From an optimization exercise on the open Yosys and OpenROAD flow, aimed at small area, a short achievable clock period and few clock cycles; shortcuts taken in it are not production practice. In this exercise RTL edits were held to simulation tests only and were not proved equivalent to the original. Power is estimated from default activity; no workload was simulated.

==> flow/design.v <==
module BalotelliMulDiv (
  input Clk,
  input Rst,
  input InValid,
  input [3:0] InOp,
  input [63:0] InA,
  input [63:0] InB,
  output InReady,
  output OutValid,
  output [63:0] OutResult
);
  localparam IDLE = 2'd0, MUL = 2'd1, DPRE = 2'd2, DDIV = 2'd3;
  reg [1:0] Mode;
  reg DShift;        
  reg Rdy;           
  reg First;         
  reg QPrev;         
  reg OpW, OpSg, OpRem;
  reg NegA, NegB, Dz;
  reg [6:0] Cnt;
  reg TV;            
  reg TMul, TW, TNeg, TQ, TOnes;
  reg OV;
  reg [63:0] X1, X2, S, C, Out;
  assign InReady = Rdy;
  assign OutValid = OV;
  assign OutResult = Out;
  function [6:0] clz64(input [63:0] v);
    reg [1:0] c1 [0:31];
    reg z1 [0:31];
    reg [2:0] c2 [0:15];
    reg z2 [0:15];
    reg [3:0] c3 [0:7];
    reg z3 [0:7];
    reg [4:0] c4 [0:3];
    reg z4 [0:3];
    reg [5:0] c5 [0:1];
    reg z5 [0:1];
    integer i;
    begin
      for (i = 0; i < 32; i = i + 1) begin
        z1[i] = ~(v[2*i+1] | v[2*i]);
        c1[i] = {1'b0, ~v[2*i+1]};
      end
      for (i = 0; i < 16; i = i + 1) begin
        z2[i] = z1[2*i+1] & z1[2*i];
        c2[i] = z1[2*i+1] ? {1'b1, c1[2*i][0]} : {1'b0, c1[2*i+1][0]};
      end
      for (i = 0; i < 8; i = i + 1) begin
        z3[i] = z2[2*i+1] & z2[2*i];
        c3[i] = z2[2*i+1] ? {1'b1, c2[2*i][1:0]} : {1'b0, c2[2*i+1][1:0]};
      end
      for (i = 0; i < 4; i = i + 1) begin
        z4[i] = z3[2*i+1] & z3[2*i];
        c4[i] = z3[2*i+1] ? {1'b1, c3[2*i][2:0]} : {1'b0, c3[2*i+1][2:0]};
      end
      for (i = 0; i < 2; i = i + 1) begin
        z5[i] = z4[2*i+1] & z4[2*i];
        c5[i] = z4[2*i+1] ? {1'b1, c4[2*i][3:0]} : {1'b0, c4[2*i+1][3:0]};
      end
      if (z5[1] & z5[0]) clz64 = 7'd64;
      else clz64 = z5[1] ? {2'b01, c5[0][4:0]} : {2'b00, c5[1][4:0]};
    end
  endfunction
  reg [63:0] AddA, AddB;
  reg AddCin;
  wire [64:0] AddSum = {1'b0, AddA} + {1'b0, AddB} + {64'h0, AddCin};
  wire Cond = AddSum[64];
  wire Busy = Mode != IDLE;
  wire InMul = Mode == MUL;
  wire InDPre = Mode == DPRE;
  wire InDShift = (Mode == DDIV) & DShift;
  wire InDIter = (Mode == DDIV) & ~DShift;
  always @(*) begin
    if (TV) begin
      if (TMul) begin
        AddA = S;
        AddB = C;
        AddCin = 1'b0;
      end else begin
        AddA = (TQ ? C : S) ^ {64{TNeg}};
        AddB = 64'h0;
        AddCin = TNeg;
      end
    end else if (InDShift) begin
      AddA = X1;
      AddB = 64'h0;
      AddCin = NegA;
    end else begin
      AddA = S;
      AddB = ~X2;
      AddCin = ~NegB;
    end
  end
  wire [63:0] Qm = (First & OpW) ? {{32{X2[31]}}, X2[31:0]} : X2;
  function [63:0] booth_pp(input [2:0] b, input [63:0] m);
    reg neg, one, two;
    begin
      neg = b[2] & ~(b[1] & b[0]);
      one = b[1] ^ b[0];
      two = (b[2] & ~b[1] & ~b[0]) | (~b[2] & b[1] & b[0]);
      booth_pp = (({64{one}} & m) | ({64{two}} & {m[62:0], 1'b0})) ^ {64{neg}};
    end
  endfunction
  wire [2:0] Bd0 = {Qm[1], Qm[0], QPrev};
  wire [2:0] Bd1 = {Qm[3], Qm[2], Qm[1]};
  wire [2:0] Bd2 = {Qm[5], Qm[4], Qm[3]};
  wire [2:0] Bd3 = {Qm[7], Qm[6], Qm[5]};
  wire Neg0 = Bd0[2] & ~(Bd0[1] & Bd0[0]);
  wire Neg1 = Bd1[2] & ~(Bd1[1] & Bd1[0]);
  wire Neg2 = Bd2[2] & ~(Bd2[1] & Bd2[0]);
  wire Neg3 = Bd3[2] & ~(Bd3[1] & Bd3[0]);
  wire [63:0] PP0 = booth_pp(Bd0, X1);
  wire [63:0] PP1 = booth_pp(Bd1, {X1[61:0], 2'b00});
  wire [63:0] PP2 = booth_pp(Bd2, {X1[59:0], 4'b0000});
  wire [63:0] PP3 = booth_pp(Bd3, {X1[57:0], 6'b000000});
  wire [63:0] S0 = First ? 64'h0 : S;
  wire [63:0] C0 = First ? 64'h0 : C;
  wire [63:0] Sa = S0 ^ C0 ^ PP0;
  wire [63:0] Ma = (S0 & C0) | (S0 & PP0) | (C0 & PP0);
  wire [63:0] Ca = {Ma[62:0], Neg0};
  wire [63:0] Sb = PP1 ^ PP2 ^ PP3;
  wire [63:0] Mb = (PP1 & PP2) | (PP1 & PP3) | (PP2 & PP3);
  wire [63:0] Cb = {Mb[62:0], Neg1};
  wire [63:0] Sc = Sa ^ Ca ^ Sb;
  wire [63:0] Mc = (Sa & Ca) | (Sa & Sb) | (Ca & Sb);
  wire [63:0] Cc = {Mc[62:0], Neg2};
  wire [63:0] S2 = Sc ^ Cc ^ Cb;
  wire [63:0] M2 = (Sc & Cc) | (Sc & Cb) | (Cc & Cb);
  wire [63:0] C2 = {M2[62:0], Neg3};
  wire MulLastNext = (&Qm[63:15]) | ~(|Qm[63:15]);
  wire [63:0] QmNext = {{8{Qm[63]}}, Qm[63:8]};
  wire MulLastIn = (&InB[63:7]) | ~(|InB[63:7]) |
                   (InOp[3] & ((&InB[31:7]) | ~(|InB[31:7])));
  wire [63:0] AExt = OpW ? {{32{OpSg & X1[31]}}, X1[31:0]} : X1;
  wire [63:0] BExt = OpW ? {{32{OpSg & X2[31]}}, X2[31:0]} : X2;
  wire PNegA = OpSg & AExt[63];
  wire PNegB = OpSg & BExt[63];
  wire [63:0] PV = AExt ^ {64{PNegA}};
  wire [63:0] PVLen = PNegA ? {PV[62:0], 1'b1} : PV;
  wire [63:0] PY = BExt ^ {64{PNegB}};
  wire PDz = ~(|BExt);
  wire [7:0] PJ = {1'b0, clz64(PY)} - {1'b0, clz64(PVLen)};
  wire PSkip = PJ[7] | PDz;
  reg [63:0] Sh;
  always @(*) begin
    Sh = X2;
    if (Cnt[0]) Sh = {Sh[62:0], NegB};
    if (Cnt[1]) Sh = {Sh[61:0], {2{NegB}}};
    if (Cnt[2]) Sh = {Sh[59:0], {4{NegB}}};
    if (Cnt[3]) Sh = {Sh[55:0], {8{NegB}}};
    if (Cnt[4]) Sh = {Sh[47:0], {16{NegB}}};
    if (Cnt[5]) Sh = {Sh[31:0], {32{NegB}}};
    if (Cnt[6]) Sh = {64{NegB}};
  end
  wire [63:0] Res = TW ? {{32{AddSum[31]}}, AddSum[31:0]} : AddSum[63:0];
  always @(posedge Clk) begin
    if (Rdy) begin
      X1 <= InA;
      X2 <= InB;
      OpW <= InOp[3];
      OpSg <= ~InOp[0];
      OpRem <= InOp[1];
    end else if (InMul) begin
      X1 <= {X1[55:0], 8'h00};
      X2 <= QmNext;
    end else if (InDPre) begin
      X1 <= PV;
      X2 <= PY;
    end else if (InDShift) begin
      X2 <= Sh;
    end else begin
      X2 <= {1'b0, X2[63:1]};
    end
    if (InMul) begin
      S <= S2;
      C <= C2;
    end else begin
      if (InDShift | Cond) S <= AddSum[63:0];
      C <= InDShift ? 64'h0 : {C[62:0], Cond};
    end
    Out <= TOnes ? 64'hffff_ffff_ffff_ffff : Res;
    QPrev <= Rdy ? 1'b0 : Qm[7];
    First <= Rdy;
    if (InDPre) begin
      NegA <= PNegA;
      NegB <= PNegB;
      Dz <= PDz;
      Cnt <= PJ[6:0];
    end else if (InDIter) begin
      Cnt <= Cnt - 7'd1;
    end
    TMul <= InMul;
    TW <= OpW;
    TQ <= ~OpRem;
    TNeg <= OpRem ? NegA : (NegA ^ NegB);
    TOnes <= ~InMul & ~OpRem & Dz;
    if (!Rst) begin
      Mode <= IDLE;
      DShift <= 1'b0;
      Rdy <= 1'b1;
      TV <= 1'b0;
      OV <= 1'b0;
    end else begin
      TV <= Rdy & Busy;
      OV <= TV;
      if (Rdy) begin
        if (InValid) begin
          Mode <= InOp[2] ? DPRE : MUL;
          Rdy <= ~InOp[2] & MulLastIn;
        end else begin
          Mode <= IDLE;
          Rdy <= 1'b1;
        end
      end else begin
        case (Mode)
          MUL: Rdy <= MulLastNext;
          DPRE: begin
            Mode <= DDIV;
            DShift <= 1'b1;
            Rdy <= PSkip;
          end
          default: begin
            DShift <= 1'b0;
            Rdy <= DShift ? (Cnt == 7'd0) : (Cnt == 7'd1);
          end
        endcase
      end
    end
  end
endmodule
==> flow/config.mk <==
export PLATFORM = sky130hd
export DESIGN_NAME = BalotelliMulDiv
export DESIGN_NICKNAME = BalotelliMulDiv
export VERILOG_FILES = /design/flow/design.v
export SDC_FILE = /design/flow/constraint.sdc
export NUM_CORES = 4
export LEC_CHECK = 0
export ABC_CLOCK_PERIOD_IN_PS = 2500
export CAP_MARGIN = 20
export CORE_MARGIN = 2
export CORE_UTILIZATION = 40
export SETUP_SLACK_MARGIN = 5
export SLEW_MARGIN = 20
==> flow/constraint.sdc <==
create_clock -name core_clock -period 8.0 [get_ports {Clk}]
set_input_delay 1.6000 -clock core_clock [delete_from_list [all_inputs] [get_ports {Clk}]]
set_output_delay 1.6000 -clock core_clock [all_outputs]
set_load 0.01 [all_outputs]
run.sh (not shown) runs the stock make flow with config.mk's settings and CLKGATE_MAP_FILE= SYNTH_SCRIPT=/design/flow/synth_recipe.tcl, a recipe that flattens the netlist after the stock synthesis.
Testbench counts at the start, summed over its fixed seeds: cycles 24,179.
Rerun with:
--- a/flow/design.v
+++ b/flow/design.v
@@ -105,32 +105,20 @@
   wire [2:0] Bd0 = {Qm[1], Qm[0], QPrev};
   wire [2:0] Bd1 = {Qm[3], Qm[2], Qm[1]};
-  wire [2:0] Bd2 = {Qm[5], Qm[4], Qm[3]};
-  wire [2:0] Bd3 = {Qm[7], Qm[6], Qm[5]};
   wire Neg0 = Bd0[2] & ~(Bd0[1] & Bd0[0]);
   wire Neg1 = Bd1[2] & ~(Bd1[1] & Bd1[0]);
-  wire Neg2 = Bd2[2] & ~(Bd2[1] & Bd2[0]);
-  wire Neg3 = Bd3[2] & ~(Bd3[1] & Bd3[0]);
   wire [63:0] PP0 = booth_pp(Bd0, X1);
   wire [63:0] PP1 = booth_pp(Bd1, {X1[61:0], 2'b00});
-  wire [63:0] PP2 = booth_pp(Bd2, {X1[59:0], 4'b0000});
-  wire [63:0] PP3 = booth_pp(Bd3, {X1[57:0], 6'b000000});
   wire [63:0] S0 = First ? 64'h0 : S;
   wire [63:0] C0 = First ? 64'h0 : C;
-  wire [63:0] Sa = S0 ^ C0 ^ PP0;
-  wire [63:0] Ma = (S0 & C0) | (S0 & PP0) | (C0 & PP0);
-  wire [63:0] Ca = {Ma[62:0], Neg0};
-  wire [63:0] Sb = PP1 ^ PP2 ^ PP3;
-  wire [63:0] Mb = (PP1 & PP2) | (PP1 & PP3) | (PP2 & PP3);
-  wire [63:0] Cb = {Mb[62:0], Neg1};
-  wire [63:0] Sc = Sa ^ Ca ^ Sb;
-  wire [63:0] Mc = (Sa & Ca) | (Sa & Sb) | (Ca & Sb);
-  wire [63:0] Cc = {Mc[62:0], Neg2};
-  wire [63:0] S2 = Sc ^ Cc ^ Cb;
-  wire [63:0] M2 = (Sc & Cc) | (Sc & Cb) | (Cc & Cb);
-  wire [63:0] C2 = {M2[62:0], Neg3};
-  wire MulLastNext = (&Qm[63:15]) | ~(|Qm[63:15]);
-  wire [63:0] QmNext = {{8{Qm[63]}}, Qm[63:8]};
-  wire MulLastIn = (&InB[63:7]) | ~(|InB[63:7]) |
-                   (InOp[3] & ((&InB[31:7]) | ~(|InB[31:7])));
+  wire [63:0] S1 = S0 ^ C0 ^ PP0;
+  wire [63:0] M1 = (S0 & C0) | (S0 & PP0) | (C0 & PP0);
+  wire [63:0] C1 = {M1[62:0], Neg0};
+  wire [63:0] S2 = S1 ^ C1 ^ PP1;
+  wire [63:0] M2 = (S1 & C1) | (S1 & PP1) | (C1 & PP1);
+  wire [63:0] C2 = {M2[62:0], Neg1};
+  wire MulLastNext = (&Qm[63:7]) | ~(|Qm[63:7]);
+  wire [63:0] QmNext = {{4{Qm[63]}}, Qm[63:4]};
+  wire MulLastIn = (&InB[63:3]) | ~(|InB[63:3]) |
+                   (InOp[3] & ((&InB[31:3]) | ~(|InB[31:3])));
   wire [63:0] AExt = OpW ? {{32{OpSg & X1[31]}}, X1[31:0]} : X1;
   wire [63:0] BExt = OpW ? {{32{OpSg & X2[31]}}, X2[31:0]} : X2;
@@ -163,5 +151,5 @@
       OpRem <= InOp[1];
     end else if (InMul) begin
-      X1 <= {X1[55:0], 8'h00};
+      X1 <= {X1[59:0], 4'h0};
       X2 <= QmNext;
     end else if (InDPre) begin
@@ -181,5 +169,5 @@
     end
     Out <= TOnes ? 64'hffff_ffff_ffff_ffff : Res;
-    QPrev <= Rdy ? 1'b0 : Qm[7];
+    QPrev <= Rdy ? 1'b0 : Qm[3];
     First <= Rdy;
     if (InDPre) begin
Result: Cell area falls by 20%. Area after synthesis drops by 14%. Hold slack degrades by 0.078 ns. Sequential power drops by about 4%. Setup slack is worse by 0.30 ns. Routed wire length shrinks by 27%.
Testbench counts after the change, summed over its fixed seeds: cycles 30,454.

separate check: timing with driven ports:
Ports are ideal in the flow. The routed layouts listed here were re-timed in OpenROAD. Step 1: set_driving_cell puts a clkbuf_16 on Clk and a buf_2 on each other input, an assumption about the parent block. Step 2, shift: input delay + t, output delay - t, t = (earliest + latest rising clock arrival at the registers) / 2. This alone moves slack from input paths to output paths. Three values: no drivers, after step 1, after step 2; two values: the first two.
| run | t, ns | setup WS [ns] | clock arrival spread, ns |
|---|---|---|---|
| the first run | 0.736 | 3.604 / 3.604 / 3.604 | 0.041 / 0.041 |
| the second run | 0.718 | 3.303 / 3.303 / 3.303 | 0.031 / 0.031 |
After both steps every run listed still meets setup and hold.
